Source: an optimization exercise on an open RTL-to-GDS flow (aim: small area). Production flows keep margins and buffers that such runs may drop.
The RTL was checked by simulation tests, not by an equivalence proof against the original design.

File: constraint.sdc
create_clock -name core_clock -period 40.0 [get_ports {clk}]
set_input_delay 8.0000 -clock core_clock [delete_from_list [all_inputs] [get_ports {clk}]]
set_output_delay 8.0000 -clock core_clock [all_outputs]
set_load 0.01 [all_outputs]
File: run.sh
#!/bin/bash
# synth_recipe.tcl (not shown) runs the flow's synth.tcl, then flattens the netlist and writes it again
# the make line also repeats each setting of config.mk as NAME=value (left out here)
make -C /OpenROAD-flow-scripts/flow DESIGN_CONFIG=/design/flow/config.mk WORK_HOME=/design/flow/orfs CLKGATE_MAP_FILE= SYNTH_SCRIPT=/design/flow/synth_recipe.tcl finish
File: design.v
module one_pulse (
    input wire clk,
    input wire pb_in,
    output reg pb_out
);
	reg pb_in_delay;
	always @(posedge clk) begin
		if (pb_in == 1'b1 && pb_in_delay == 1'b0) begin
			pb_out <= 1'b1;
		end else begin
			pb_out <= 1'b0;
		end
	end
	always @(posedge clk) begin
		pb_in_delay <= pb_in;
	end
endmodule
module Map (
    input rst,
    input clk,
    input [2:0] state,
    output [0:899] map  
);
    localparam [0:899] MAZE = {  
                3'd0, 3'd0, 3'd0, 3'd0, 3'd0, 3'd0, 3'd0, 3'd0, 3'd0, 3'd0, 3'd0, 3'd0, 3'd0, 3'd0, 3'd0, 3'd0, 3'd0, 3'd0, 3'd0, 3'd0, 
                3'd0, 3'd1, 3'd1, 3'd1, 3'd0, 3'd0, 3'd0, 3'd0, 3'd0, 3'd1, 3'd0, 3'd1, 3'd0, 3'd0, 3'd1, 3'd0, 3'd1, 3'd1, 3'd1, 3'd0, 
                3'd0, 3'd0, 3'd0, 3'd1, 3'd0, 3'd0, 3'd0, 3'd1, 3'd0, 3'd1, 3'd0, 3'd1, 3'd0, 3'd1, 3'd1, 3'd0, 3'd1, 3'd0, 3'd0, 3'd0, 
                3'd0, 3'd0, 3'd1, 3'd1, 3'd1, 3'd0, 3'd1, 3'd1, 3'd1, 3'd1, 3'd1, 3'd1, 3'd0, 3'd1, 3'd0, 3'd0, 3'd1, 3'd1, 3'd0, 3'd0, 
                3'd0, 3'd0, 3'd1, 3'd0, 3'd1, 3'd0, 3'd1, 3'd0, 3'd0, 3'd0, 3'd0, 3'd1, 3'd0, 3'd1, 3'd1, 3'd1, 3'd1, 3'd1, 3'd1, 3'd0, 
                3'd0, 3'd1, 3'd1, 3'd0, 3'd1, 3'd0, 3'd1, 3'd0, 3'd0, 3'd0, 3'd0, 3'd1, 3'd0, 3'd0, 3'd1, 3'd0, 3'd0, 3'd0, 3'd1, 3'd0, 
                3'd0, 3'd1, 3'd0, 3'd0, 3'd0, 3'd0, 3'd1, 3'd0, 3'd0, 3'd1, 3'd0, 3'd1, 3'd0, 3'd0, 3'd1, 3'd0, 3'd1, 3'd1, 3'd1, 3'd0, 
                3'd0, 3'd1, 3'd0, 3'd0, 3'd0, 3'd0, 3'd0, 3'd0, 3'd0, 3'd1, 3'd1, 3'd1, 3'd1, 3'd0, 3'd1, 3'd0, 3'd0, 3'd0, 3'd1, 3'd0, 
                3'd0, 3'd1, 3'd0, 3'd0, 3'd0, 3'd0, 3'd0, 3'd0, 3'd1, 3'd1, 3'd0, 3'd0, 3'd1, 3'd1, 3'd1, 3'd0, 3'd0, 3'd0, 3'd1, 3'd0, 
                3'd0, 3'd1, 3'd1, 3'd1, 3'd1, 3'd1, 3'd1, 3'd0, 3'd0, 3'd1, 3'd1, 3'd1, 3'd1, 3'd0, 3'd0, 3'd0, 3'd1, 3'd1, 3'd1, 3'd0, 
                3'd0, 3'd0, 3'd0, 3'd0, 3'd0, 3'd1, 3'd0, 3'd0, 3'd0, 3'd0, 3'd0, 3'd1, 3'd0, 3'd0, 3'd0, 3'd0, 3'd1, 3'd0, 3'd0, 3'd0, 
                3'd0, 3'd1, 3'd1, 3'd1, 3'd1, 3'd1, 3'd0, 3'd0, 3'd0, 3'd1, 3'd1, 3'd1, 3'd0, 3'd2, 3'd0, 3'd0, 3'd1, 3'd1, 3'd1, 3'd0, 
                3'd0, 3'd0, 3'd1, 3'd0, 3'd0, 3'd0, 3'd0, 3'd1, 3'd1, 3'd1, 3'd0, 3'd0, 3'd0, 3'd1, 3'd0, 3'd0, 3'd1, 3'd0, 3'd0, 3'd0, 
                3'd0, 3'd0, 3'd1, 3'd1, 3'd1, 3'd1, 3'd1, 3'd1, 3'd0, 3'd1, 3'd1, 3'd0, 3'd0, 3'd1, 3'd1, 3'd1, 3'd1, 3'd0, 3'd0, 3'd0, 
                3'd0, 3'd0, 3'd0, 3'd0, 3'd0, 3'd0, 3'd0, 3'd0, 3'd0, 3'd0, 3'd0, 3'd0, 3'd0, 3'd0, 3'd0, 3'd0, 3'd0, 3'd0, 3'd0, 3'd0
            };
    localparam [0:899] WINMAP = {
                3'd0, 3'd0, 3'd0, 3'd0, 3'd0, 3'd0, 3'd0, 3'd0, 3'd0, 3'd0, 3'd0, 3'd0, 3'd0, 3'd0, 3'd0, 3'd0, 3'd0, 3'd0, 3'd0, 3'd0, 
                3'd0, 3'd1, 3'd0, 3'd0, 3'd0, 3'd0, 3'd0, 3'd1, 3'd0, 3'd0, 3'd0, 3'd0, 3'd0, 3'd0, 3'd0, 3'd0, 3'd0, 3'd0, 3'd0, 3'd0, 
                3'd0, 3'd1, 3'd0, 3'd0, 3'd1, 3'd0, 3'd0, 3'd1, 3'd0, 3'd0, 3'd0, 3'd0, 3'd0, 3'd0, 3'd0, 3'd0, 3'd0, 3'd0, 3'd0, 3'd0, 
                3'd0, 3'd1, 3'd1, 3'd1, 3'd0, 3'd1, 3'd1, 3'd1, 3'd0, 3'd0, 3'd0, 3'd0, 3'd0, 3'd0, 3'd0, 3'd0, 3'd0, 3'd0, 3'd0, 3'd0, 
                3'd0, 3'd1, 3'd1, 3'd0, 3'd0, 3'd0, 3'd1, 3'd1, 3'd0, 3'd1, 3'd1, 3'd1, 3'd0, 3'd0, 3'd0, 3'd0, 3'd0, 3'd0, 3'd0, 3'd0, 
                3'd0, 3'd0, 3'd1, 3'd0, 3'd0, 3'd0, 3'd1, 3'd0, 3'd0, 3'd0, 3'd1, 3'd0, 3'd0, 3'd0, 3'd0, 3'd0, 3'd0, 3'd0, 3'd0, 3'd0, 
                3'd0, 3'd0, 3'd1, 3'd0, 3'd0, 3'd0, 3'd1, 3'd0, 3'd0, 3'd0, 3'd1, 3'd0, 3'd0, 3'd0, 3'd0, 3'd0, 3'd0, 3'd0, 3'd0, 3'd0, 
                3'd0, 3'd0, 3'd0, 3'd0, 3'd0, 3'd0, 3'd0, 3'd0, 3'd0, 3'd0, 3'd1, 3'd0, 3'd0, 3'd0, 3'd0, 3'd0, 3'd0, 3'd0, 3'd0, 3'd0, 
                3'd0, 3'd0, 3'd0, 3'd0, 3'd0, 3'd0, 3'd0, 3'd0, 3'd0, 3'd0, 3'd1, 3'd0, 3'd0, 3'd1, 3'd0, 3'd0, 3'd0, 3'd1, 3'd0, 3'd0, 
                3'd0, 3'd0, 3'd0, 3'd0, 3'd0, 3'd0, 3'd0, 3'd0, 3'd0, 3'd1, 3'd1, 3'd1, 3'd0, 3'd1, 3'd1, 3'd0, 3'd0, 3'd1, 3'd0, 3'd0, 
                3'd0, 3'd0, 3'd0, 3'd0, 3'd0, 3'd0, 3'd0, 3'd0, 3'd0, 3'd0, 3'd0, 3'd0, 3'd0, 3'd1, 3'd1, 3'd1, 3'd0, 3'd1, 3'd0, 3'd0, 
                3'd0, 3'd0, 3'd0, 3'd0, 3'd0, 3'd0, 3'd0, 3'd0, 3'd0, 3'd0, 3'd0, 3'd0, 3'd0, 3'd1, 3'd0, 3'd1, 3'd0, 3'd1, 3'd0, 3'd0,
                3'd0, 3'd0, 3'd0, 3'd0, 3'd0, 3'd0, 3'd0, 3'd0, 3'd0, 3'd0, 3'd0, 3'd0, 3'd0, 3'd1, 3'd0, 3'd0, 3'd1, 3'd1, 3'd0, 3'd0,
                3'd0, 3'd0, 3'd0, 3'd0, 3'd0, 3'd0, 3'd0, 3'd0, 3'd0, 3'd0, 3'd0, 3'd0, 3'd0, 3'd1, 3'd0, 3'd0, 3'd0, 3'd1, 3'd0, 3'd0,
                3'd0, 3'd0, 3'd0, 3'd0, 3'd0, 3'd0, 3'd0, 3'd0, 3'd0, 3'd0, 3'd0, 3'd0, 3'd0, 3'd0, 3'd0, 3'd0, 3'd0, 3'd0, 3'd0, 3'd0
            };
    localparam [0:899] LOSEMAP = {
                3'd0, 3'd0, 3'd0, 3'd0, 3'd0, 3'd0, 3'd0, 3'd0, 3'd0, 3'd0, 3'd0, 3'd0, 3'd0, 3'd0, 3'd0, 3'd0, 3'd0, 3'd0, 3'd0, 3'd0, 
                3'd0, 3'd0, 3'd0, 3'd0, 3'd0, 3'd0, 3'd0, 3'd0, 3'd0, 3'd0, 3'd0, 3'd0, 3'd0, 3'd0, 3'd0, 3'd0, 3'd0, 3'd0, 3'd0, 3'd0, 
                3'd0, 3'd0, 3'd0, 3'd0, 3'd0, 3'd1, 3'd1, 3'd1, 3'd0, 3'd0, 3'd0, 3'd0, 3'd0, 3'd0, 3'd0, 3'd0, 3'd0, 3'd0, 3'd0, 3'd0, 
                3'd0, 3'd0, 3'd0, 3'd0, 3'd1, 3'd0, 3'd0, 3'd0, 3'd1, 3'd0, 3'd0, 3'd0, 3'd0, 3'd0, 3'd0, 3'd1, 3'd1, 3'd1, 3'd1, 3'd0, 
                3'd0, 3'd1, 3'd0, 3'd0, 3'd1, 3'd0, 3'd0, 3'd0, 3'd1, 3'd0, 3'd0, 3'd1, 3'd1, 3'd1, 3'd0, 3'd1, 3'd0, 3'd0, 3'd0, 3'd0, 
                3'd0, 3'd1, 3'd0, 3'd0, 3'd1, 3'd0, 3'd0, 3'd0, 3'd1, 3'd0, 3'd1, 3'd0, 3'd0, 3'd0, 3'd0, 3'd1, 3'd0, 3'd0, 3'd0, 3'd0, 
                3'd0, 3'd1, 3'd0, 3'd0, 3'd1, 3'd0, 3'd0, 3'd0, 3'd1, 3'd0, 3'd1, 3'd0, 3'd0, 3'd0, 3'd0, 3'd1, 3'd1, 3'd1, 3'd1, 3'd0, 
                3'd0, 3'd1, 3'd0, 3'd0, 3'd0, 3'd1, 3'd1, 3'd1, 3'd0, 3'd0, 3'd0, 3'd1, 3'd1, 3'd0, 3'd0, 3'd1, 3'd0, 3'd0, 3'd0, 3'd0, 
                3'd0, 3'd1, 3'd0, 3'd0, 3'd0, 3'd0, 3'd0, 3'd0, 3'd0, 3'd0, 3'd0, 3'd0, 3'd0, 3'd1, 3'd0, 3'd1, 3'd0, 3'd0, 3'd0, 3'd0, 
                3'd0, 3'd1, 3'd1, 3'd1, 3'd1, 3'd0, 3'd0, 3'd0, 3'd0, 3'd0, 3'd0, 3'd0, 3'd0, 3'd1, 3'd0, 3'd1, 3'd1, 3'd1, 3'd1, 3'd0, 
                3'd0, 3'd0, 3'd0, 3'd0, 3'd0, 3'd0, 3'd0, 3'd0, 3'd0, 3'd0, 3'd1, 3'd1, 3'd1, 3'd0, 3'd0, 3'd0, 3'd0, 3'd0, 3'd0, 3'd0, 
                3'd0, 3'd0, 3'd0, 3'd0, 3'd0, 3'd0, 3'd0, 3'd0, 3'd0, 3'd0, 3'd0, 3'd0, 3'd0, 3'd0, 3'd0, 3'd0, 3'd0, 3'd0, 3'd0, 3'd0,
                3'd0, 3'd0, 3'd0, 3'd0, 3'd0, 3'd0, 3'd0, 3'd0, 3'd0, 3'd0, 3'd0, 3'd0, 3'd0, 3'd0, 3'd0, 3'd0, 3'd0, 3'd0, 3'd0, 3'd0,
                3'd0, 3'd0, 3'd0, 3'd0, 3'd0, 3'd0, 3'd0, 3'd0, 3'd0, 3'd0, 3'd0, 3'd0, 3'd0, 3'd0, 3'd0, 3'd0, 3'd0, 3'd0, 3'd0, 3'd0,
                3'd0, 3'd0, 3'd0, 3'd0, 3'd0, 3'd0, 3'd0, 3'd0, 3'd0, 3'd0, 3'd0, 3'd0, 3'd0, 3'd0, 3'd0, 3'd0, 3'd0, 3'd0, 3'd0, 3'd0
            };
    reg [1:0] sel;
    always @(posedge clk or posedge rst) begin
        if(rst) sel <= 2'd0;
        else if(state==3'b010) sel <= 2'd0;
        else if(state==3'b011) sel <= 2'd1;
        else if(state==3'b100) sel <= 2'd2;
    end
    assign map = (sel == 2'd0) ? MAZE : ((sel == 2'd1) ? WINMAP : LOSEMAP);
endmodule
module Charactor (
    input rst,
    input clk,
    input [2:0] state,
    input [2:0] key_num,
    input key,
    input [0:899] map,  
    output reg [8:0] charactor_h,  
    output reg [8:0] charactor_v,  
    output reg charactor_dir  
);  
    parameter MAX_CNT = 32'd500;  
    parameter INIT = 3'b000;
    parameter WAIT = 3'b001;
    parameter GAME = 3'b010;
    parameter WIN  = 3'b011;
    parameter LOSE = 3'b100;
    parameter [2:0] UP    = 3'd0;  
	parameter [2:0] LEFT  = 3'd1; 
	parameter [2:0] DOWN  = 3'd2; 
	parameter [2:0] RIGHT = 3'd3; 
    parameter NONE = 3'd0;
    parameter LINE = 3'd1;
    parameter TERMINAL = 3'd2;
    reg [2:0] target_key;
    reg [31:0] cnt;
    reg [8:0] nxt_charactor_h, nxt_charactor_v;
    reg [4:0] nxt_map_h, nxt_map_v;
    always @(posedge clk or posedge rst) begin
        if(rst) target_key <= UP;
        else if(key && (cnt == 1'b0)) target_key <= key_num;
        else target_key <= target_key;
    end
    always @(posedge clk) begin
        if(key && ((cnt == 1'b0) || (target_key == key_num))) 
            cnt <= ((cnt < MAX_CNT) ? (cnt + 1'b1) : 1'b0);
        else cnt <= 1'b0;
    end
    always @(*) begin
        case (target_key)
            UP: begin
                nxt_charactor_h <= charactor_h;
                nxt_charactor_v <= charactor_v - 1;
            end
            LEFT: begin
                nxt_charactor_h <= charactor_h - 1;
                nxt_charactor_v <= charactor_v;
            end
            DOWN: begin
                nxt_charactor_h <= charactor_h;
                nxt_charactor_v <= charactor_v + 1;
            end
            RIGHT: begin
                nxt_charactor_h <= charactor_h + 1;
                nxt_charactor_v <= charactor_v;
            end
            default: begin
                nxt_charactor_h <= charactor_h;
                nxt_charactor_v <= charactor_v;
            end
        endcase
    end
    always @(posedge clk) begin
        if(cnt == 1'b0) nxt_map_h <= 1'b0;
        else if(((nxt_map_h + 1) * 16) < nxt_charactor_h) 
            nxt_map_h <= nxt_map_h + 1'b1;
        else nxt_map_h <= nxt_map_h;
    end
    always @(posedge clk) begin
        if(cnt == 1'b0) nxt_map_v <= 1'b0;
        else if(((nxt_map_v + 1) * 16) < nxt_charactor_v) 
            nxt_map_v <= nxt_map_v + 1'b1;
        else nxt_map_v <= nxt_map_v;
    end
    always @(posedge clk) begin
        case (state)
            INIT: begin
                charactor_h <= 4*16 + 8;
                charactor_v <= 4*16 + 8;
            end
            WAIT: begin
                charactor_h <= 4*16 + 8;
                charactor_v <= 4*16 + 8;
            end
            GAME: begin
                if((cnt == MAX_CNT) && ( 
                    {map[(nxt_map_h + nxt_map_v*20)*3], 
                    map[(nxt_map_h + nxt_map_v*20)*3 + 1], 
                    map[(nxt_map_h + nxt_map_v*20)*3 + 2]} != NONE
                )) begin 
                    charactor_h <= nxt_charactor_h;
                    charactor_v <= nxt_charactor_v;
                end
                else begin
                    charactor_h <= charactor_h;
                    charactor_v <= charactor_v;
                end
            end
            WIN: begin
                charactor_h <= charactor_h;
                charactor_v <= charactor_v;
            end
            LOSE: begin
                charactor_h <= charactor_h;
                charactor_v <= charactor_v;
            end 
            default: begin
                charactor_h <= charactor_h;
                charactor_v <= charactor_v;
            end
        endcase
    end
    always @(posedge clk or posedge rst) begin
        if(rst) charactor_dir <= 1'b0;
        else if(key && (cnt == 1'b0)) begin
            case (key_num)
                UP:      charactor_dir <= 1'b0;
                LEFT:    charactor_dir <= 1'b0;
                DOWN:    charactor_dir <= 1'b1;
                RIGHT:   charactor_dir <= 1'b1;
                default: charactor_dir <= charactor_dir;
            endcase
        end
    end
endmodule
module Screen (
    input rst,
    input clk,
    input [2:0] state,
    input [0:899] map,
    input [8:0] charactor_h,
    input [8:0] charactor_v,
    input charactor_dir,
    output all_star_collect,  
    output reg star_countA,
    output reg star_countB,
    output reg star_countC,
    output [3:0] vgaRed,    
    output [3:0] vgaGreen,
    output [3:0] vgaBlue,   
    output hsync,           
    output vsync       
);
    parameter INIT = 3'b000;
    parameter WAIT = 3'b001;
    parameter GAME = 3'b010;
    parameter WIN  = 3'b011;
    parameter LOSE = 3'b100;
    wire valid;
    wire [9:0] h_cnt, v_cnt;  
    wire on_char,on_starA,on_starB,on_starC;  
    wire [11:0] pixel_char, pixel_map,pixel_starA,pixel_starB,pixel_starC;
    reg [4:0] map_h, map_v;  
    reg [3:0] pigeon_h, pigeon_v;  
    reg [11:0] pixel;
    assign all_star_collect = star_countA & star_countB & star_countC;
    Vga_controller vga_controller(
        .clk(clk),
        .rst(rst),
        .hsync(hsync),  
        .vsync(vsync),  
        .valid(valid),  
        .h_cnt(h_cnt),  
        .v_cnt(v_cnt)   
    );
    always @(*) map_h = (h_cnt>>5);
    always @(*) map_v = (v_cnt>>5);
    always @(*) pigeon_h = ((h_cnt>>1) - map_h*16);
    always @(*) pigeon_v = ((v_cnt>>1) - map_v*16);
    Data_charactor data_charactor(
        .charactor_h(charactor_h),
        .charactor_v(charactor_v),
        .charactor_dir(charactor_dir),
        .h_cnt(h_cnt),  
        .v_cnt(v_cnt),  
        .on_char(on_char),  
        .pixel_char(pixel_char)
    );
    Data_star data_starA( 
        .star_h(1*16+7),
        .star_v(1*16+7),
        .h_cnt(h_cnt),  
        .v_cnt(v_cnt),  
        .on_star(on_starA),  
        .pixel_star(pixel_starA) 
    );
    Data_star data_starB( 
        .star_h(6*16+7),
        .star_v(6*16+7),
        .h_cnt(h_cnt),  
        .v_cnt(v_cnt),  
        .on_star(on_starB),  
        .pixel_star(pixel_starB) 
    );
    Data_star data_starC( 
        .star_h(14*16+7),
        .star_v(1*16+7),
        .h_cnt(h_cnt),  
        .v_cnt(v_cnt),  
        .on_star(on_starC),  
        .pixel_star(pixel_starC) 
    );
    Data_map data_map( 
        .map(map),
        .map_h(map_h),
        .map_v(map_v),
        .pigeon_h(pigeon_h),
        .pigeon_v(pigeon_v),
        .all_star_collect(all_star_collect),
        .pixel_map(pixel_map)
    );
    reg [5:0] disx,disy;  
    wire [3:0] char_distance,dis;
    always @(*) begin
        if((h_cnt>>1)>charactor_h) begin
            disx = ((h_cnt>>1)-charactor_h)>>4;
        end else begin
            disx = (charactor_h-(h_cnt>>1))>>4;
        end
    end
    always @(*) begin
        if((v_cnt>>1) > charactor_v) begin
            disy = ((v_cnt>>1)-charactor_v)>>4;
        end else begin
            disy = (charactor_v-(v_cnt>>1))>>4;
        end
    end
    assign char_distance = disx+disy > 7 ? 7 :disx+disy;
    always @(*) begin
        case (state)
            GAME: begin
                if(on_char) pixel = pixel_char;
                else if(on_starA && star_countA ==0) pixel = pixel_starA;
                else if(on_starB && star_countB ==0) pixel = pixel_starB;
                else if(on_starC && star_countC ==0) pixel = pixel_starC;
                else pixel = pixel_map;
            end
            WIN: pixel = pixel_map;
            LOSE: pixel = pixel_map;
            default: pixel = 0;
        endcase
    end
    always @(posedge clk) begin
        case (state)
            GAME: begin
                if(on_char) begin
                    if(charactor_h >16 && charactor_h<32 && charactor_v>16 && charactor_v <32) 
                        star_countA <=1;
                    else if(charactor_h>96  && charactor_h < 112 && charactor_v >96 && charactor_v <112) 
                        star_countB <=1;
                    else if(charactor_h>224  && charactor_h < 240 && charactor_v >16 && charactor_v <32)
                        star_countC <=1;
                end
            end
            WIN: ;
            LOSE: ;
            default: begin
                star_countA <=0;
                star_countB <=0;
                star_countC <=0;
            end
        endcase
    end
    wire [3:0] Redtem,Greentem,Bluetem; 
    assign {Redtem,Greentem,Bluetem} = (valid ? pixel : 0);
    assign vgaRed   = (state==GAME) ? ((Redtem>2*char_distance) ? (Redtem   - 2*char_distance ) : 0) : Redtem; 
    assign vgaGreen = (state==GAME) ? ((Greentem>2*char_distance) ? (Greentem -2* char_distance ) : 0) : Greentem;
    assign vgaBlue  = (state==GAME) ? ((Bluetem > 2*char_distance) ? (Bluetem  - 2*char_distance) : 0) : Bluetem;
endmodule
module Vga_controller (
    input wire clk, rst,
    output wire hsync, vsync, valid,
    output wire [9:0] h_cnt,
    output wire [9:0] v_cnt
    );
    reg [9:0]pixel_cnt;
    reg [9:0]line_cnt;
    reg hsync_i,vsync_i;
    parameter HD = 640;
    parameter HF = 16;
    parameter HS = 96;
    parameter HB = 48;
    parameter HT = 800; 
    parameter VD = 480;
    parameter VF = 10;
    parameter VS = 2;
    parameter VB = 33;
    parameter VT = 525;
    parameter hsync_default = 1'b1;
    parameter vsync_default = 1'b1;
    always @(posedge clk)
        if (rst)
            pixel_cnt <= 0;
        else
            if (pixel_cnt < (HT - 1))
                pixel_cnt <= pixel_cnt + 1;
            else
                pixel_cnt <= 0;
    always @(posedge clk)
        if (rst)
            hsync_i <= hsync_default;
        else
            if ((pixel_cnt >= (HD + HF - 1)) && (pixel_cnt < (HD + HF + HS - 1)))
                hsync_i <= ~hsync_default;
            else
                hsync_i <= hsync_default; 
    always @(posedge clk)
        if (rst)
            line_cnt <= 0;
        else
            if (pixel_cnt == (HT -1))
                if (line_cnt < (VT - 1))
                    line_cnt <= line_cnt + 1;
                else
                    line_cnt <= 0;
    always @(posedge clk)
        if (rst)
            vsync_i <= vsync_default; 
        else if ((line_cnt >= (VD + VF - 1)) && (line_cnt < (VD + VF + VS - 1)))
            vsync_i <= ~vsync_default; 
        else
            vsync_i <= vsync_default; 
    assign hsync = hsync_i;
    assign vsync = vsync_i;
    assign valid = ((pixel_cnt < HD) && (line_cnt < VD));
    assign h_cnt = (pixel_cnt < HD) ? pixel_cnt : 10'd0;
    assign v_cnt = (line_cnt < VD) ? line_cnt : 10'd0;
endmodule
module Data_charactor (
    input [8:0] charactor_h,  
    input [8:0] charactor_v,  
    input charactor_dir,  
    input [9:0] h_cnt,  
    input [9:0] v_cnt,  
    output reg on_char,  
    output reg [11:0] pixel_char  
);
    localparam [256*12-1:0] DATA_P = {  
        12'h000, 12'h000, 12'h000, 12'h000, 12'h000, 12'h000, 12'h09F, 12'h09F, 12'h09F, 12'h09F, 12'h09F, 12'h09F, 12'h000, 12'h000, 12'h000, 12'h000,
        12'h000, 12'h000, 12'h000, 12'h000, 12'h000, 12'h09F, 12'hFFF, 12'hFFF, 12'hFFF, 12'hFFF, 12'h09F, 12'h000, 12'h000, 12'h000, 12'h000, 12'h000,
        12'h000, 12'h000, 12'h000, 12'h000, 12'h09F, 12'hFFF, 12'hFFF, 12'hFFF, 12'hFFF, 12'hFFF, 12'h09F, 12'h000, 12'h000, 12'h000, 12'h000, 12'h000,
        12'h000, 12'h000, 12'h000, 12'h000, 12'h09F, 12'hFFF, 12'hF00, 12'hFFF, 12'hF00, 12'hFFF, 12'hFFF, 12'h09F, 12'h000, 12'h000, 12'h000, 12'h000,
        12'h000, 12'h000, 12'h000, 12'h000, 12'h09F, 12'hFFF, 12'hFFF, 12'hFFF, 12'hFFF, 12'hFF0, 12'hFFF, 12'h09F, 12'h000, 12'h000, 12'h000, 12'h000,
        12'h000, 12'h09F, 12'h09F, 12'h09F, 12'hFFF, 12'hFFF, 12'hFF0, 12'hFF0, 12'hFF0, 12'hFFF, 12'hFFF, 12'hFFF, 12'h09F, 12'h09F, 12'h09F, 12'h000,
        12'h000, 12'h09F, 12'hFFF, 12'hFFF, 12'hFFF, 12'hFFF, 12'hFFF, 12'hFFF, 12'hFFF, 12'hFFF, 12'hFFF, 12'hFFF, 12'hFFF, 12'hFFF, 12'h09F, 12'h000,
        12'h000, 12'h000, 12'h09F, 12'hFFF, 12'hFFF, 12'hFFF, 12'hFFF, 12'hFFF, 12'hFFF, 12'hFFF, 12'hFFF, 12'hFFF, 12'hFFF, 12'h09F, 12'h000, 12'h000,
        12'h000, 12'h000, 12'h000, 12'h09F, 12'hFFF, 12'hFFF, 12'hFFF, 12'hFFF, 12'hFFF, 12'hFFF, 12'hFFF, 12'hFFF, 12'h09F, 12'h000, 12'h000, 12'h000,
        12'h000, 12'h000, 12'h000, 12'h09F, 12'hFFF, 12'hFFF, 12'hFFF, 12'hFFF, 12'hFFF, 12'hFFF, 12'hFFF, 12'h09F, 12'h000, 12'h000, 12'h000, 12'h000,
        12'h000, 12'h000, 12'h000, 12'h09F, 12'hFFF, 12'hFFF, 12'hFFF, 12'hFFF, 12'hFFF, 12'hFFF, 12'hFFF, 12'h09F, 12'h000, 12'h000, 12'h000, 12'h000,
        12'h000, 12'h000, 12'h000, 12'h000, 12'h09F, 12'hFFF, 12'hFFF, 12'hFFF, 12'hFFF, 12'hFFF, 12'hFFF, 12'h09F, 12'h000, 12'h000, 12'h000, 12'h000,
        12'h000, 12'h000, 12'h000, 12'h000, 12'h000, 12'h09F, 12'hFFF, 12'hFFF, 12'hFFF, 12'hFFF, 12'h09F, 12'h000, 12'h000, 12'h000, 12'h000, 12'h000,
        12'h000, 12'h000, 12'h000, 12'h000, 12'h000, 12'h000, 12'h09F, 12'h09F, 12'hFFF, 12'hFFF, 12'h09F, 12'h000, 12'h000, 12'h000, 12'h000, 12'h000,
        12'h000, 12'h000, 12'h000, 12'h000, 12'h000, 12'h000, 12'h000, 12'h000, 12'h09F, 12'h09F, 12'h09F, 12'h09F, 12'h000, 12'h000, 12'h000, 12'h000,
        12'h000, 12'h000, 12'h000, 12'h000, 12'h000, 12'h000, 12'h000, 12'h000, 12'h09F, 12'h09F, 12'h000, 12'h000, 12'h000, 12'h000, 12'h000, 12'h000
    };  
    wire [8:0] h, v;
    reg [31:0] char_idx;
    assign h = h_cnt[9:1];  
    assign v = v_cnt[9:1];  
    always @(*) begin
        if((h-8 < charactor_h && charactor_h < h+9) 
        && (v-8 < charactor_v && charactor_v < v+9)) begin
            char_idx = (charactor_dir ? 
                ((15-((h-charactor_h)+7)) + ((v-charactor_v)+7)*16) : 
                (((h-charactor_h)+7) + ((v-charactor_v)+7)*16));
            pixel_char = (char_idx < 256) ? DATA_P[(255-char_idx[7:0])*12 +: 12] : 12'h000;
            on_char = (pixel_char != 12'h000);
        end
        else begin
            char_idx = 32'd0;
            pixel_char = 12'h000;
            on_char = 1'b0;
        end
    end
endmodule
module Data_map (
    input [0:899] map,  
    input [4:0] map_h,  
    input [4:0] map_v,
    input [3:0] pigeon_h,  
    input [3:0] pigeon_v,
    input all_star_collect,
    output reg [11:0] pixel_map  
);  
    parameter NONE = 3'd0;
    parameter LINE = 3'd1;
    parameter TERMINAL = 3'd2;
    parameter STAR = 3'd3;
    localparam [256*12-1:0] DATA_LINE_P = {  
        12'h800, 12'h800, 12'h800, 12'h800, 12'h800, 12'h800, 12'h800, 12'h800, 12'h800, 12'h800, 12'h800, 12'h800, 12'h800, 12'h800, 12'h800, 12'h800,
        12'h800, 12'hA00, 12'hA00, 12'hA00, 12'hA00, 12'hA00, 12'hA00, 12'hA00, 12'hA00, 12'hA00, 12'hA00, 12'hA00, 12'hA00, 12'hA00, 12'hA00, 12'h800,
        12'h800, 12'hA00, 12'hA00, 12'hA00, 12'hA00, 12'hA00, 12'hA00, 12'hA00, 12'hA00, 12'hA00, 12'hA00, 12'hA00, 12'hA00, 12'hA00, 12'hA00, 12'h800,
        12'h800, 12'hA00, 12'hA00, 12'hA00, 12'hA00, 12'hA00, 12'hA00, 12'hA00, 12'hA00, 12'hA00, 12'hA00, 12'hA00, 12'hA00, 12'hA00, 12'hA00, 12'h800,
        12'h800, 12'hA00, 12'hA00, 12'hA00, 12'hA00, 12'hA00, 12'hA00, 12'hA00, 12'hA00, 12'hA00, 12'hA00, 12'hA00, 12'hA00, 12'hA00, 12'hA00, 12'h800,
        12'h800, 12'hA00, 12'hA00, 12'hA00, 12'hA00, 12'hA00, 12'hA00, 12'hA00, 12'hA00, 12'hA00, 12'hA00, 12'hA00, 12'hA00, 12'hA00, 12'hA00, 12'h800,
        12'h800, 12'hA00, 12'hA00, 12'hA00, 12'hA00, 12'hA00, 12'hA00, 12'hA00, 12'hA00, 12'hA00, 12'hA00, 12'hA00, 12'hA00, 12'hA00, 12'hA00, 12'h800,
        12'h800, 12'hA00, 12'hA00, 12'hA00, 12'hA00, 12'hA00, 12'hA00, 12'hA00, 12'hA00, 12'hA00, 12'hA00, 12'hA00, 12'hA00, 12'hA00, 12'hA00, 12'h800,
        12'h800, 12'hA00, 12'hA00, 12'hA00, 12'hA00, 12'hA00, 12'hA00, 12'hA00, 12'hA00, 12'hA00, 12'hA00, 12'hA00, 12'hA00, 12'hA00, 12'hA00, 12'h800,
        12'h800, 12'hA00, 12'hA00, 12'hA00, 12'hA00, 12'hA00, 12'hA00, 12'hA00, 12'hA00, 12'hA00, 12'hA00, 12'hA00, 12'hA00, 12'hA00, 12'hA00, 12'h800,
        12'h800, 12'hA00, 12'hA00, 12'hA00, 12'hA00, 12'hA00, 12'hA00, 12'hA00, 12'hA00, 12'hA00, 12'hA00, 12'hA00, 12'hA00, 12'hA00, 12'hA00, 12'h800,
        12'h800, 12'hA00, 12'hA00, 12'hA00, 12'hA00, 12'hA00, 12'hA00, 12'hA00, 12'hA00, 12'hA00, 12'hA00, 12'hA00, 12'hA00, 12'hA00, 12'hA00, 12'h800,
        12'h800, 12'hA00, 12'hA00, 12'hA00, 12'hA00, 12'hA00, 12'hA00, 12'hA00, 12'hA00, 12'hA00, 12'hA00, 12'hA00, 12'hA00, 12'hA00, 12'hA00, 12'h800,
        12'h800, 12'hA00, 12'hA00, 12'hA00, 12'hA00, 12'hA00, 12'hA00, 12'hA00, 12'hA00, 12'hA00, 12'hA00, 12'hA00, 12'hA00, 12'hA00, 12'hA00, 12'h800,
        12'h800, 12'hA00, 12'hA00, 12'hA00, 12'hA00, 12'hA00, 12'hA00, 12'hA00, 12'hA00, 12'hA00, 12'hA00, 12'hA00, 12'hA00, 12'hA00, 12'hA00, 12'h800,
        12'h800, 12'h800, 12'h800, 12'h800, 12'h800, 12'h800, 12'h800, 12'h800, 12'h800, 12'h800, 12'h800, 12'h800, 12'h800, 12'h800, 12'h800, 12'h800
    };
    wire [2:0] target_pigeon, left, right, up, down;
    assign target_pigeon = {
        map[(map_h + map_v*20)*3], map[(map_h + map_v*20)*3 + 1], map[(map_h + map_v*20)*3 + 2]
    };
    assign left = {
        map[((map_h-1) + map_v*20)*3], map[((map_h-1) + map_v*20)*3 + 1], map[((map_h-1) + map_v*20)*3 + 2]
    };
    assign right = {
        map[((map_h+1) + map_v*20)*3], map[((map_h+1) + map_v*20)*3 + 1], map[((map_h+1) + map_v*20)*3 + 2]
    };
    assign up = {
        map[(map_h + (map_v-1)*20)*3], map[(map_h + (map_v-1)*20)*3 + 1], map[(map_h + (map_v-1)*20)*3 + 2]
    };
    assign down = {
        map[(map_h + (map_v+1)*20)*3], map[(map_h + (map_v+1)*20)*3 + 1], map[(map_h + (map_v+1)*20)*3 + 2]
    };
    always @(*) begin
        case (target_pigeon)
            NONE: begin
                pixel_map = 12'h000;  
            end
            LINE: begin
                pixel_map = DATA_LINE_P[(255-{pigeon_v, pigeon_h})*12 +: 12];  
            end
            TERMINAL: begin
                pixel_map = all_star_collect ? 12'hA0A : 12'h622;  
            end
            default: begin
                pixel_map = 12'h000;  
            end
        endcase
    end
endmodule
module Data_star(
    input [8:0] star_h,
    input [8:0] star_v,
    input [9:0] h_cnt,  
    input [9:0] v_cnt,  
    output reg on_star,  
    output reg [11:0] pixel_star  
);
    wire [8:0] h,v;
    reg [31:0] star_idx;
    assign h = h_cnt[9:1];  
    assign v = v_cnt[9:1];  
    localparam [256*12-1:0] DATA_P = {  
        12'h000, 12'h000, 12'h000, 12'h000, 12'h000, 12'h000, 12'h000, 12'h000, 12'h00F, 12'h000, 12'h000, 12'h000, 12'h000, 12'h000, 12'h000, 12'h000,
        12'h000, 12'h000, 12'h000, 12'h000, 12'h000, 12'h000, 12'h000, 12'h00F, 12'h00F, 12'h00F, 12'h000, 12'h000, 12'h000, 12'h000, 12'h000, 12'h000,
        12'h000, 12'h000, 12'h000, 12'h000, 12'h000, 12'h000, 12'h000, 12'h00F, 12'h00F, 12'h00F, 12'h000, 12'h000, 12'h000, 12'h000, 12'h000, 12'h000,
        12'h000, 12'h000, 12'h000, 12'h000, 12'h000, 12'h000, 12'h00F, 12'h00F, 12'h00F, 12'h00F, 12'h00F, 12'h000, 12'h000, 12'h000, 12'h000, 12'h000,
        12'h000, 12'h00F, 12'h00F, 12'h00F, 12'h00F, 12'h00F, 12'h00F, 12'h00F, 12'h00F, 12'h00F, 12'h00F, 12'h00F, 12'h00F, 12'h00F, 12'h00F, 12'h00F,
        12'h000, 12'h000, 12'h00F, 12'h00F, 12'h00F, 12'h00F, 12'h00F, 12'h00F, 12'h00F, 12'h00F, 12'h00F, 12'h00F, 12'h00F, 12'h00F, 12'h00F, 12'h000,
        12'h000, 12'h000, 12'h000, 12'h00F, 12'h00F, 12'h00F, 12'h00F, 12'h00F, 12'h00F, 12'h00F, 12'h00F, 12'h00F, 12'h00F, 12'h00F, 12'h000, 12'h000,
        12'h000, 12'h000, 12'h000, 12'h000, 12'h00F, 12'h00F, 12'h00F, 12'h00F, 12'h00F, 12'h00F, 12'h00F, 12'h00F, 12'h00F, 12'h000, 12'h000, 12'h000,
        12'h000, 12'h000, 12'h000, 12'h000, 12'h000, 12'h00F, 12'h00F, 12'h00F, 12'h00F, 12'h00F, 12'h00F, 12'h00F, 12'h000, 12'h000, 12'h000, 12'h000,
        12'h000, 12'h000, 12'h000, 12'h000, 12'h000, 12'h000, 12'h00F, 12'h00F, 12'h00F, 12'h00F, 12'h00F, 12'h000, 12'h000, 12'h000, 12'h000, 12'h000,
        12'h000, 12'h000, 12'h000, 12'h000, 12'h000, 12'h00F, 12'h00F, 12'h00F, 12'h00F, 12'h00F, 12'h00F, 12'h00F, 12'h000, 12'h000, 12'h000, 12'h000,
        12'h000, 12'h000, 12'h000, 12'h000, 12'h00F, 12'h00F, 12'h00F, 12'h00F, 12'h00F, 12'h00F, 12'h00F, 12'h00F, 12'h00F, 12'h000, 12'h000, 12'h000,
        12'h000, 12'h000, 12'h000, 12'h000, 12'h00F, 12'h00F, 12'h00F, 12'h00F, 12'h00F, 12'h00F, 12'h00F, 12'h00F, 12'h00F, 12'h000, 12'h000, 12'h000,
        12'h000, 12'h000, 12'h000, 12'h00F, 12'h00F, 12'h00F, 12'h00F, 12'h000, 12'h000, 12'h000, 12'h00F, 12'h00F, 12'h00F, 12'h00F, 12'h000, 12'h000,
        12'h000, 12'h000, 12'h000, 12'h00F, 12'h00F, 12'h000, 12'h000, 12'h000, 12'h000, 12'h000, 12'h000, 12'h000, 12'h00F, 12'h00F, 12'h000, 12'h000,
        12'h000, 12'h000, 12'h00F, 12'h00F, 12'h000, 12'h000, 12'h000, 12'h000, 12'h000, 12'h000, 12'h000, 12'h000, 12'h000, 12'h00F, 12'h00F, 12'h000
    };  
    always @(*) begin
        if((h-8 < star_h && star_h < h+9) 
        && (v-8 < star_v && star_v < v+9)) begin
            star_idx = ((h-star_h)+8) + ((v-star_v)+8)*16;
            pixel_star = DATA_P[(255-star_idx[7:0])*12 +: 12];
            on_star = (pixel_star != 12'h000);
        end
        else begin
            star_idx = 32'd0;
            pixel_star = 12'h000;
            on_star = 1'b0;
        end
    end
endmodule
module Led (
    input rst,
	input clk,
    input div_hsec,
    input [2:0] state,
    input [2:0] curr_hp,
    input [2:0] volume,
    output reg [15:0] LED
);
    parameter INIT = 3'b000;
    parameter WAIT = 3'b001;
    parameter GAME = 3'b010;
    parameter WIN  = 3'b011;
    parameter LOSE = 3'b100;
    wire led_en;
    assign led_en = (((state == WAIT) || (state == LOSE)) ? div_hsec : 1'b1);
    always @(posedge clk) if (led_en) begin
        case (state)
            INIT: begin 
                LED <= {
                    7'b1111111, 4'b0000,
                    (volume > 4), (volume > 3), (volume > 2), (volume > 1), (volume > 0)
                };
            end
            WAIT: begin 
                LED <= {
                    ((LED[15:9] == 7'b1111111) ? 7'b0000000 : 7'b1111111), 4'b0000,
                    (volume > 4), (volume > 3), (volume > 2), (volume > 1), (volume > 0)
                }; 
            end
            GAME: begin 
                LED <= {
                    (curr_hp > 0), (curr_hp > 1), (curr_hp > 1), (curr_hp > 3), 
                    (curr_hp > 4), (curr_hp > 5), (curr_hp > 6), 4'b0000,
                    (volume > 4), (volume > 3), (volume > 2), (volume > 1), (volume > 0)
                };
            end
            WIN: begin
                LED <= 16'b1111111111111111;
            end
            LOSE: begin
                LED <= 16'b0000000000000000;
            end
            default: LED <= 16'b0000000000000000;
        endcase
    end
endmodule
module Seven_segment (
    input rst,
    input clk,
    input div_15,  
    input [15:0] num,
    output reg [6:0] DISPLAY,
    output reg [3:0] DIGIT
);
    reg [3:0] display_num;
    always @(posedge clk or posedge rst) begin
        if(rst) DIGIT <= 4'b1111;
        else if(div_15) begin
            case (DIGIT)
                4'b1110: DIGIT <= 4'b1101;
                4'b1101: DIGIT <= 4'b1011;
                4'b1011: DIGIT <= 4'b0111;
                4'b0111: DIGIT <= 4'b1110;
                default: DIGIT <= 4'b1110;
            endcase
        end
    end
    always @(*) begin
        case (DIGIT)
            4'b1110: display_num = num[3:0];
            4'b1101: display_num = num[7:4];
            4'b1011: display_num = num[11:8];
            4'b0111: display_num = num[15:12];
            default: display_num = 4'd10;
        endcase
    end
    always @(*) begin
        case (display_num)
            4'd0:    DISPLAY = 7'b1000000;
			4'd1:    DISPLAY = 7'b1111001;
			4'd2:    DISPLAY = 7'b0100100;
			4'd3:    DISPLAY = 7'b0110000;
			4'd4:    DISPLAY = 7'b0011001;
			4'd5:    DISPLAY = 7'b0010010;
			4'd6:    DISPLAY = 7'b0000010;
			4'd7:    DISPLAY = 7'b1111000;
			4'd8:    DISPLAY = 7'b0000000;
			4'd9:    DISPLAY = 7'b0010000;
			4'd10:   DISPLAY = 7'b0111111;  
            default: DISPLAY = 7'b0111111;
        endcase
    end
endmodule
module maze_game (
    input clk,
    input rst,          
    input tick15,       
    input tick_hsec,    
    input key,          
    input [2:0] key_num,  
    input [2:0] volume,   
    output [15:0] LED, 
    output [6:0] DISPLAY,  
    output [3:0] DIGIT,    
    output [3:0] vgaRed,     
    output [3:0] vgaGreen,   
    output [3:0] vgaBlue,    
    output hsync,            
    output vsync,            
    output sound_effect      
);
    parameter INIT = 3'b000;
    parameter WAIT = 3'b001;
    parameter GAME = 3'b010;
    parameter WIN  = 3'b011;
    parameter LOSE = 3'b100;
    parameter [2:0] UP    = 3'd0; 
	parameter [2:0] LEFT  = 3'd1; 
	parameter [2:0] DOWN  = 3'd2; 
	parameter [2:0] RIGHT = 3'd3; 
	parameter [2:0] ENTER = 3'd4; 
    wire div_hsec = tick_hsec;  
    wire all_star_collect,star_countA,star_countB,star_countC;  
    wire opA,opB,opC;
    wire [8:0] charactor_h, charactor_v;
    wire charactor_dir; 
    wire [0:899] map;  
    reg [3:0] three_sec_cnt;
    reg time_left_cnt;
    reg [3:0] time_left [0:2];  
    reg [2:0] curr_hp;  
    reg [2:0] state;
    reg [15:0] num;
    always @(posedge clk or posedge rst)
        if(rst) three_sec_cnt <= 4'd0;
        else if(div_hsec) three_sec_cnt <= ((state == WAIT) ? (three_sec_cnt + 1) : 1'b0);
    always @(posedge clk or posedge rst) begin
        if(rst) state <= INIT;
        else begin
            case (state)
                INIT: begin
                    if(key && (key_num == ENTER)) state <= WAIT;
                    else state <= state;
                end
                WAIT: begin
                    if(three_sec_cnt >= 6) state <= GAME;
                    else state <= state;
                end
                GAME: begin
                    if(charactor_h>16*13 && charactor_h <16*14 && charactor_v>16*11 && charactor_v <16*12 && all_star_collect) state <= WIN;  
                    else if((!time_left[0] && !time_left[1] && !time_left[2]) 
                    || (curr_hp == 0)) 
                        state <= LOSE;
                    else state <= state;
                end
                WIN: begin
                    if(key && (key_num == ENTER)) state <= WAIT;
                    else state <= state;
                end
                LOSE: begin
                    if(key && (key_num == ENTER)) state <= WAIT;
                    else state <= state;
                end
                default: state <= state;
            endcase
        end
    end
    one_pulse oA(
        .clk(clk),
        .pb_in(star_countA),
        .pb_out(opA)
    );
    one_pulse oB(
        .clk(clk),
        .pb_in(star_countB),
        .pb_out(opB)
    );
    one_pulse oC(
        .clk(clk),
        .pb_in(star_countC),
        .pb_out(opC)
    );
    assign sound_effect = opA|opB|opC;
    always @(posedge clk) begin
        case (state)
            INIT: curr_hp <=3;
            WAIT: curr_hp <=3;
            GAME: begin
                curr_hp <=3;
            end 
            default: curr_hp <=3;
        endcase
    end
    Led led(
        .rst(rst),
		.clk(clk),
        .div_hsec(div_hsec),
        .state(state),
        .curr_hp(curr_hp),
        .volume(volume), 
        .LED(LED)
    );
    always @(posedge clk or posedge rst)
        if(rst) time_left_cnt <= 1'b0;
        else if(div_hsec) time_left_cnt <= !time_left_cnt;
    always @(posedge clk or posedge rst) begin
        if(rst) begin
            time_left[2] <= 4'd1;
            time_left[1] <= 4'd4;
            time_left[0] <= 4'd7;
        end
        else if(!(div_hsec && !time_left_cnt)) begin
            time_left[2] <= time_left[2];
            time_left[1] <= time_left[1];
            time_left[0] <= time_left[0];
        end
        else if(state == WIN || state == LOSE) begin 
            time_left[2] <= time_left[2];
            time_left[1] <= time_left[1];
            time_left[0] <= time_left[0];
        end
        else if(state != GAME) begin 
            time_left[2] <= 4'd1;
            time_left[1] <= 4'd4;
            time_left[0] <= 4'd7;
        end
        else begin
            time_left[2] <= (((time_left[1]==1'b0) && (time_left[0]==1'b0)) ? (time_left[2]-1) : time_left[2]);
            time_left[1] <= ((time_left[0]==1'b0) ? (((time_left[1]>0) ? (time_left[1]-1) : 4'd5)) : time_left[1]);
            time_left[0] <= ((time_left[0]>0) ? (time_left[0]-1) : 4'd9);
        end
    end
    always @(posedge clk) begin
        case (state)
            INIT: begin
                num <= {4'd10, 4'd10, 4'd10, 4'd10};  
            end
            WAIT: begin
                num <= {4'd10, 4'd10, 4'd10, ((4'd7 - three_sec_cnt)>>1)};
            end
            GAME: begin
                num <= {4'd0, time_left[2], time_left[1], time_left[0]};
            end
            WIN: begin
                num <= {4'd0, time_left[2], time_left[1], time_left[0]};
            end
            LOSE: begin
                num <= {4'd10, 4'd10, 4'd10, 4'd10};  
            end
            default: num <= {4'd10, 4'd10, 4'd10, 4'd10};  
        endcase
    end
    Seven_segment seven_segment(
        .rst(rst),
        .clk(clk),
		.div_15(tick15),
        .num(num),  
        .DISPLAY(DISPLAY),
        .DIGIT(DIGIT)
    );
    Map m(
        .rst(rst),
        .clk(clk),
        .state(state),
        .map(map)  
    );
    Charactor charactor(
        .rst(rst),
        .clk(clk),
        .state(state),
        .key_num(key_num),
        .key(key),
        .map(map),
        .charactor_h(charactor_h),  
        .charactor_v(charactor_v),  
        .charactor_dir(charactor_dir)  
    );
    Screen screen(
        .rst(rst),
		.clk(clk), 
        .state(state),
        .map(map),
        .charactor_h(charactor_h),  
        .charactor_v(charactor_v),  
        .charactor_dir(charactor_dir),  
        .all_star_collect(all_star_collect),
        .star_countA(star_countA),
        .star_countB(star_countB),
        .star_countC(star_countC),
        .vgaRed(vgaRed),    
        .vgaGreen(vgaGreen),  
        .vgaBlue(vgaBlue),   
        .hsync(hsync),           
        .vsync(vsync)
    );
endmodule
File: config.mk
export PLATFORM = sky130hd
export DESIGN_NAME = maze_game
export DESIGN_NICKNAME = maze_game
export VERILOG_FILES = /design/flow/design.v
export SDC_FILE = /design/flow/constraint.sdc
export NUM_CORES = 4
export LEC_CHECK = 0
export CAP_MARGIN = 20
export CORE_MARGIN = 2
export CORE_UTILIZATION = 40
export SLEW_MARGIN = 20
export SYNTH_MEMORY_MAX_BITS = 65536
==> impl_metrics.toml <==
[floorplanning]
fp-row-count = 106
io_pins = 53
die_w_um = 294.4
start_util_pct = 40.38
die_area_sq_um = 86690
die_y_um = 294.4
core_area_sq_um = 83560

[clocking]
clockBufferDepth = 2
root_buffer = "clkbuf_16"
postCtsSetupBuffers = 0
holdBufCountCts = 0
tritoncts = "done"
clk_latency_ps = 470
cts.clk_slew.worst_paths_ps = 70
htreeDepth = 4
cts.sinks = 142
cts_made_buffers = 17
cts-resized-gates = 0

[logic_synthesis]
synth_edf_count = 29
yosysSeqAreaShare_pct = 9.764
synth.top_cells.by_area = "ha_1 9.9%, nor2_1 5.5%, a21oi_1 5.5%"
synth_top_cell_area_share_pct = 9.938
ys_top_cells_by_count = "497 x nor2_1, 489 x nand2_1, 369 x a21oi_1, 367 x o21ai_0, 268 x ha_1"
ys.flop_type = "dfxtp_1"
synth.most_common_cell = "nor2_1"
ys_types = 135
ys_async_sr_fraction_pct = 21.13
ys_warn_count = 18
syn_area_sq_um = 33740
synth.largest_area_cell = "ha_1"
ys_ff_latch = 142
avgSynthCellArea_sq_um = 6.816
netlist_instances = 4950

[timing]
holdWs_ps = 386.8
fin_tns_setup_ps = 0
fmax_mhz = 52.94
rsz0062_at_grt = "no"
setup_viol = 0
hold_violations = 0
slew_headroom_pct = 20.92
fin_ws_ps = 21110
min_period_ps = 18890
final-max-slew-violation-count = 0
tightestPinTransition_ps = 1180
skew_ps = 10.51
fin_crit_sh_pct = 47.23

[worst_setup_path]
cp_common_cell = "ha_1"
cp_slowest_cell = "o31ai_1"
critPathTopFamily = "compound AO/OA/AOI/OAI gates"
reg2reg_depth = 35
reg2reg_setup_slack_ps = 31450
crit_start = "screen.vga_controller.pixel_cnt[8]$_SDFF_PP0_"
rr_endpoint = "screen.star_countA$_DFFE_PP_"
crit_fanout = 19
worstSetupPathType = "register to output pin"
worst_r2r_startpoint = "screen.vga_controller.pixel_cnt[8]$_SDFF_PP0_"
max_stage_delay_ps = 840
startpoint_type = "register"
setup.worst_path.end_class = "output pin"
crit_buf_inv = 5
required_ps = 32000
critPathArrivalTime_ps = 10890

[final_layout]
design_area_sq_um = 35830
layout-drive-gt1-share_pct = 6.465
final_util_pct = 42.88
area_growth_pct = 6.182
layoutNonFillerInstCount = 5906
fillers = 8709
nNetsFinal = 5111
antenna_cells = 0

[run]
maxCapViolCount = 0

[drt]
vias_per_cell = 6.749
firstDrtPassIters = 7
drc = 0
num_vias = 39860
wl_per_cell_um = 23.12
final_antenna_net_count = 0
drt_iter0_drc = 5227
wl_mm = 136.6

[worst_hold_path]
hp-class = "register to register"
hold_end = "oB.pb_out$_DFF_P_"
hold_start = "oB.pb_in_delay$_DFF_P_"
hold_depth = 1

[global_route]
grt-ovfl-total = 0
use_met3_pct = 3.921
grt_pass1_wl_mm = 211.3
busiest_layer = "met2"
antenna_found_initial = 0
grt.total_usage_pct = 30.09
use_met1_pct = 40.19
grt.met2_usage_pct = 48.24
grt_pass1_vias = 36410
grt_max_degree = 50

[place]
gp_routability_congestion = 0.9834
port_buffers = 52
dp_hpwl_mm = 99.37
place_area_sq_um = 35290
pre_cts_slack_ps = 21650
dp_cells = 5874

[status]
outcome = "finished clean"
[flip-flops by register name (all words and copies together), names as in the netlist, 8 cells and up]
signal / count
charactor.cnt: 32
time_left: 12
screen.vga_controller.pixel_cnt: 10
led.LED: 8
num: 13
charactor.charactor_v: 9
screen.vga_controller.line_cnt: 10
charactor.charactor_h: 9
[worst max path at each step]
stage | slack (ps) | cells after the start | endpoint
detailed placement | 21650 | 42 | vgaBlue[3]
finish | 21110 | 41 | vgaBlue[3]
floorplan | 23480 | 43 | vgaGreen[3]
CTS | 21110 | 41 | vgaBlue[3]
global route | 20090 | 41 | vgaGreen[3]
global placement | 21690 | 41 | vgaBlue[3]
[cell usage in the layout, fill, tap and decap left out, types with 46 or more instances in the layout]
cell type and count:
a211oi_1 93, a21o_1 74, a21oi_1 369, a221oi_1 60
a22oi_1 46, a31oi_1 102, buf_4 125, clkdlybuf4s50_1 52
dfxtp_1 82, ha_1 268, inv_1 186, nand2_1 489
nand2b_1 55, nand3_1 204, nand4_1 53, nor2_1 493
nor2b_1 57, nor3_1 167, nor4_1 54, o211ai_1 79
o21ai_0 366, o22ai_1 72, o31ai_1 49, xnor2_1 180
xor2_1 73
[layout make-up]
| cell class | instances | area (sq um) | share of cell area (%) |
|---|---|---|---|
| Clock buffer | 18 | 429.2 | 1.198 |
| Clock inverter | 14 | 108.9 | 0.3038 |
| Inverter | 192 | 720.7 | 2.012 |
| Multi-Input combinational cell | 4283 | 28460 | 79.44 |
| Sequential cell | 142 | 3298 | 9.206 |
| Tap cell | 1080 | 1351 | 3.772 |
| Timing Repair Buffer | 177 | 1459 | 4.072 |
[cell families (layout without fill, tap and decap cells)]
kind of cell | after synthesis | in the layout | share of synthesized area [%]
AOI/OAI and AO/OA | 1826 | 1826 | 37.09
xor gates and xnor gates | 286 | 286 | 8.255
adders and majority gates | 288 | 288 | 11.10
buffers and inverters | 551 | 401 | 6.549
DFF | 142 | 142 | 9.764
muxes | 62 | 62 | 1.991
other | 2 | 28 | 0.02226
and+or+nand+nor | 1793 | 1793 | 25.23
[routing by layer]
metal	vias to the layer above	wire length [um]	part of all wire (%)
li1	18450	-	-
met1	18520	56880	42
met2	2404	61000	45
met3	485	12220	8.9
met4	0	6453	4.7
met5	-	0	0

==> port drivers added, routing unchanged <==
The results above use ideal ports. As a check the final layout listed here was re-extracted and re-timed, cells and wires unchanged. Step 1 assumes that a clkbuf_16 drives the clock port and a buf_2 every other input. Step 2 also shifts input and output timing later by t, the mid clock arrival at the registers, as if the neighbouring blocks saw the same clock. a / b / c = no drivers / after step 1 / after step 2; a / b = the first two.
t (ns): 0.513
setup WS [ns]: 21.110 / 21.062 / 21.575
worst setup path after step 2: register to output
worst register clock-pin slew, ns: 0.07 / 0.07
pins driven straight from the clock port: 1
After both steps this run still meets setup and hold. The setup slack of this run moves by -0.048 ns with the drivers and by +0.465 ns with both steps.
